What follows belongs to an exercise in optimizing a design on an open flow for small area, a short achievable clock period and few clock cycles per item; a production flow would make more cautious choices. The RTL was checked by simulation tests, not by an equivalence proof against the original design.

==> flow/design.v (excerpt) <==
module bubbleSort #(
    parameter SIZE_DATA = 16,
    parameter NUM_VALS  = 8
)(
    input  logic                         i_clk,
    input  logic                         i_rst_n,
    input  logic                         i_start,
    input  logic [NUM_VALS-1:0][SIZE_DATA-1:0]    i_data,
    output logic [NUM_VALS-1:0][SIZE_DATA-1:0]    o_data,
    output logic                         o_done
);
Size: about 17,000 um2 of cells after synthesis.
Settings: LEC_CHECK=0, ABC_AREA=1, CAP_MARGIN=50, CORE_MARGIN=2, CORE_UTILIZATION=40, SLEW_MARGIN=50; clock period 15.0 ns.
standard.sh (not shown) runs the stock make flow with config.mk's settings and CLKGATE_MAP_FILE= SYNTH_SCRIPT=/design/flow/synth_recipe.tcl, a recipe that flattens the netlist after the stock synthesis.
==> flow/flow/run.sh <==
#!/bin/bash
# Layout flow: the standard ORFS flow (standard.sh) with these changes:
#  - synthesis: if flow/cells_map.v exists, the design's gate-level leaf
#    modules (bs_*) are mapped onto the sky130hd cells of the same function
#    before the rest of synth_recipe.tcl runs; the remaining logic is mapped
#    with flow/abc.script instead of ORFS's abc_area.script. The register
#    mapping is unchanged.
#  - the make variables in flow/make_vars.txt (one VAR=value per line) are
#    added to the make command line, e.g. a larger SETUP_SLACK_MARGIN so
#    repair_timing sizes and buffers the critical paths.
# Each tool's log stays in orfs/logs/; the make output goes to standard_custom.log.
set -euo pipefail
HERE=$(pwd)
cp "$FLOW_HOME/scripts/synth.tcl" synth_abc.tcl
sed -i "s|^source \$::env(SCRIPTS_DIR)/synth_preamble.tcl|&\nset abc_args [lreplace \$abc_args 1 1 $HERE/flow/abc.script]|" synth_abc.tcl
if [[ -f flow/cells_map.v ]]; then
  sed -i "0,/^hierarchy -check -top \$::env(DESIGN_NAME)/s||&\ntechmap -map $HERE/flow/cells_map.v|" synth_abc.tcl
fi
sed "s|\$::env(SCRIPTS_DIR)/synth.tcl|$HERE/synth_abc.tcl|" synth_recipe.tcl > synth_recipe_abc.tcl
EXTRA=""
while IFS= read -r line; do
  [[ -z "$line" || "$line" == \#* ]] && continue
  EXTRA="$EXTRA '$line'"
done < flow/make_vars.txt
sed -e "s|SYNTH_SCRIPT=[^ ]*|SYNTH_SCRIPT=$HERE/synth_recipe_abc.tcl|" \
    -e "s|\"\${@:-finish}\"|$EXTRA &|" standard.sh > standard_custom.sh
bash standard_custom.sh "$@" > standard_custom.log 2>&1
==> flow/flow/cells_map.v <==
// Maps the design's gate-level leaf modules (bs_*) onto the sky130hd cells
// of the same function, drive strength 1.

module bs_inv (A, Y);
    input A;
    output Y;
    sky130_fd_sc_hd__inv_1 _TECHMAP_REPLACE_ (.A(A), .Y(Y));
endmodule

module bs_nand2 (A, B, Y);
    input A, B;
    output Y;
    sky130_fd_sc_hd__nand2_1 _TECHMAP_REPLACE_ (.A(A), .B(B), .Y(Y));
endmodule

module bs_nor2 (A, B, Y);
    input A, B;
    output Y;
    sky130_fd_sc_hd__nor2_1 _TECHMAP_REPLACE_ (.A(A), .B(B), .Y(Y));
endmodule

module bs_nand2b (A_N, B, Y);
    input A_N, B;
    output Y;
    sky130_fd_sc_hd__nand2b_1 _TECHMAP_REPLACE_ (.A_N(A_N), .B(B), .Y(Y));
endmodule

module bs_nor2b (A, B_N, Y);
    input A, B_N;
    output Y;
    sky130_fd_sc_hd__nor2b_1 _TECHMAP_REPLACE_ (.A(A), .B_N(B_N), .Y(Y));
endmodule

module bs_a21oi (A1, A2, B1, Y);
    input A1, A2, B1;
    output Y;
    sky130_fd_sc_hd__a21oi_1 _TECHMAP_REPLACE_ (.A1(A1), .A2(A2), .B1(B1), .Y(Y));
endmodule

module bs_o21ai (A1, A2, B1, Y);
    input A1, A2, B1;
    output Y;
    sky130_fd_sc_hd__o21ai_1 _TECHMAP_REPLACE_ (.A1(A1), .A2(A2), .B1(B1), .Y(Y));
endmodule

module bs_a21o (A1, A2, B1, X);
    input A1, A2, B1;
    output X;
    sky130_fd_sc_hd__a21o_1 _TECHMAP_REPLACE_ (.A1(A1), .A2(A2), .B1(B1), .X(X));
endmodule

module bs_o21a (A1, A2, B1, X);
    input A1, A2, B1;
    output X;
    sky130_fd_sc_hd__o21a_1 _TECHMAP_REPLACE_ (.A1(A1), .A2(A2), .B1(B1), .X(X));
endmodule

module bs_o22ai (A1, A2, B1, B2, Y);
    input A1, A2, B1, B2;
    output Y;
    sky130_fd_sc_hd__o22ai_1 _TECHMAP_REPLACE_ (.A1(A1), .A2(A2), .B1(B1), .B2(B2), .Y(Y));
endmodule

module bs_a22o (A1, A2, B1, B2, X);
    input A1, A2, B1, B2;
    output X;
    sky130_fd_sc_hd__a22o_1 _TECHMAP_REPLACE_ (.A1(A1), .A2(A2), .B1(B1), .B2(B2), .X(X));
endmodule

module bs_o2bb2ai (A1_N, A2_N, B1, B2, Y);
    input A1_N, A2_N, B1, B2;
    output Y;
    sky130_fd_sc_hd__o2bb2ai_1 _TECHMAP_REPLACE_ (.A1_N(A1_N), .A2_N(A2_N), .B1(B1), .B2(B2), .Y(Y));
endmodule
module bs_or2 (A, B, X);
    input A, B;
    output X;
    sky130_fd_sc_hd__or2_1 _TECHMAP_REPLACE_ (.A(A), .B(B), .X(X));
endmodule

module bs_a222oi (A1, A2, B1, B2, C1, C2, Y);
    input A1, A2, B1, B2, C1, C2;
    output Y;
    sky130_fd_sc_hd__a222oi_1 _TECHMAP_REPLACE_ (.A1(A1), .A2(A2), .B1(B1), .B2(B2), .C1(C1), .C2(C2), .Y(Y));
endmodule

module bs_nor3 (A, B, C, Y);
    input A, B, C;
    output Y;
    sky130_fd_sc_hd__nor3_1 _TECHMAP_REPLACE_ (.A(A), .B(B), .C(C), .Y(Y));
endmodule

module bs_nor4 (A, B, C, D, Y);
    input A, B, C, D;
    output Y;
    sky130_fd_sc_hd__nor4_1 _TECHMAP_REPLACE_ (.A(A), .B(B), .C(C), .D(D), .Y(Y));
endmodule
==> flow/flow/make_vars.txt <==
SETUP_SLACK_MARGIN=10.6
BUFFER_PORTS_ARGS=-buffer_cell sky130_fd_sc_hd__buf_1
CTS_ARGS=-sink_clustering_enable -repair_clock_nets -dont_use_dummy_load -buf_list {sky130_fd_sc_hd__clkbuf_8} -sink_clustering_size 20 -sink_clustering_max_diameter 60
SKIP_CTS_REPAIR_TIMING=1
Other scripts of this flow, unchanged in this note and not shown: flow/flow/abc.script
Testbench counts at the start, summed over its fixed seeds: cycles 2,072, sets 2,048.
Change:
--- a/flow/flow/cells_map.v
+++ b/flow/flow/cells_map.v
@@ -73,25 +73,2 @@
     sky130_fd_sc_hd__o2bb2ai_1 _TECHMAP_REPLACE_ (.A1_N(A1_N), .A2_N(A2_N), .B1(B1), .B2(B2), .Y(Y));
 endmodule
-module bs_or2 (A, B, X);
-    input A, B;
-    output X;
-    sky130_fd_sc_hd__or2_1 _TECHMAP_REPLACE_ (.A(A), .B(B), .X(X));
-endmodule
-
-module bs_a222oi (A1, A2, B1, B2, C1, C2, Y);
-    input A1, A2, B1, B2, C1, C2;
-    output Y;
-    sky130_fd_sc_hd__a222oi_1 _TECHMAP_REPLACE_ (.A1(A1), .A2(A2), .B1(B1), .B2(B2), .C1(C1), .C2(C2), .Y(Y));
-endmodule
-
-module bs_nor3 (A, B, C, Y);
-    input A, B, C;
-    output Y;
-    sky130_fd_sc_hd__nor3_1 _TECHMAP_REPLACE_ (.A(A), .B(B), .C(C), .Y(Y));
-endmodule
-
-module bs_nor4 (A, B, C, D, Y);
-    input A, B, C, D;
-    output Y;
-    sky130_fd_sc_hd__nor4_1 _TECHMAP_REPLACE_ (.A(A), .B(B), .C(C), .D(D), .Y(Y));
-endmodule
==> flow/flow/make_vars.txt (replaced) <==
SETUP_SLACK_MARGIN=10.9
BUFFER_PORTS_ARGS=-buffer_cell sky130_fd_sc_hd__buf_2
Outcome: Via count went up by 3.8%. Register-to-register slack gains 0.07 ns. Design area went up by 11%. Wire length went up by 6.5%. Fmax went up by 3.4%. Flip-flop and latch count is unchanged. Synthesized cell count does not change.
Change:
==> flow/flow/make_vars.txt (replaced) <==
SETUP_SLACK_MARGIN=10.45
BUFFER_PORTS_ARGS=-buffer_cell sky130_fd_sc_hd__buf_1
CTS_ARGS=-sink_clustering_enable -repair_clock_nets -dont_use_dummy_load -buf_list {sky130_fd_sc_hd__clkbuf_8} -sink_clustering_size 20 -sink_clustering_max_diameter 60
Effect:
- The changed run passed the timing, DRC and antenna checks
- final area shrinks by 10%
- register-to-register slack is worse by 0.20 ns
- global-route usage shrinks by 1.6 points
- first-iteration DRC count grows by 1.2%
- fmax shrinks by 3.5%
- via count shrinks by 3.5%
- final cell count shrinks by 1.8%
- non-clock buffer count is unchanged
Change:
==> flow/flow/make_vars.txt (replaced) <==
SETUP_SLACK_MARGIN=10.6
BUFFER_PORTS_ARGS=-buffer_cell sky130_fd_sc_hd__buf_1
CTS_ARGS=-sink_clustering_enable -repair_clock_nets -dont_use_dummy_load -buf_list {sky130_fd_sc_hd__clkbuf_8} -sink_clustering_size 20 -sink_clustering_max_diameter 60
=>
- non-clock buffer count goes down by 6
- area after synthesis is unchanged
- worst setup slack improves by 0.0076 ns

afterwards: timing with drivers on the ports:
The results above use ideal ports. As a check the final layouts listed here were re-extracted and re-timed, cells and wires unchanged.
Step 1: set_driving_cell puts a clkbuf_16 on i_clk and a buf_2 on each other input, an assumption about the parent block.
Step 2 moves the port delays by t, midway between the first and last clock arrival at a register: inputs arrive t later, outputs are due t later. That takes back most of the time a late clock gives input paths.
a / b / c = no drivers / after step 1 / after step 2; a / b = the first two.
| run | shift t [ns] | setup WS [ns] | cell pins on the clock port's net |
|---|---|---|---|
| the first run | 0.670 | 10.774 / 10.721 / 10.151 | 1 |
| the second run | 0.629 | 10.914 / 10.869 / 10.327 | 1 |
| the third run | 0.679 | 10.766 / 10.747 / 10.117 | 1 |
| the fourth run | 0.670 | 10.774 / 10.721 / 10.151 | 1 |
After both steps every run listed still meets setup and hold. The setup slack of the third run, which loses most, moves by -0.019 ns with the drivers and by -0.649 ns with both steps.
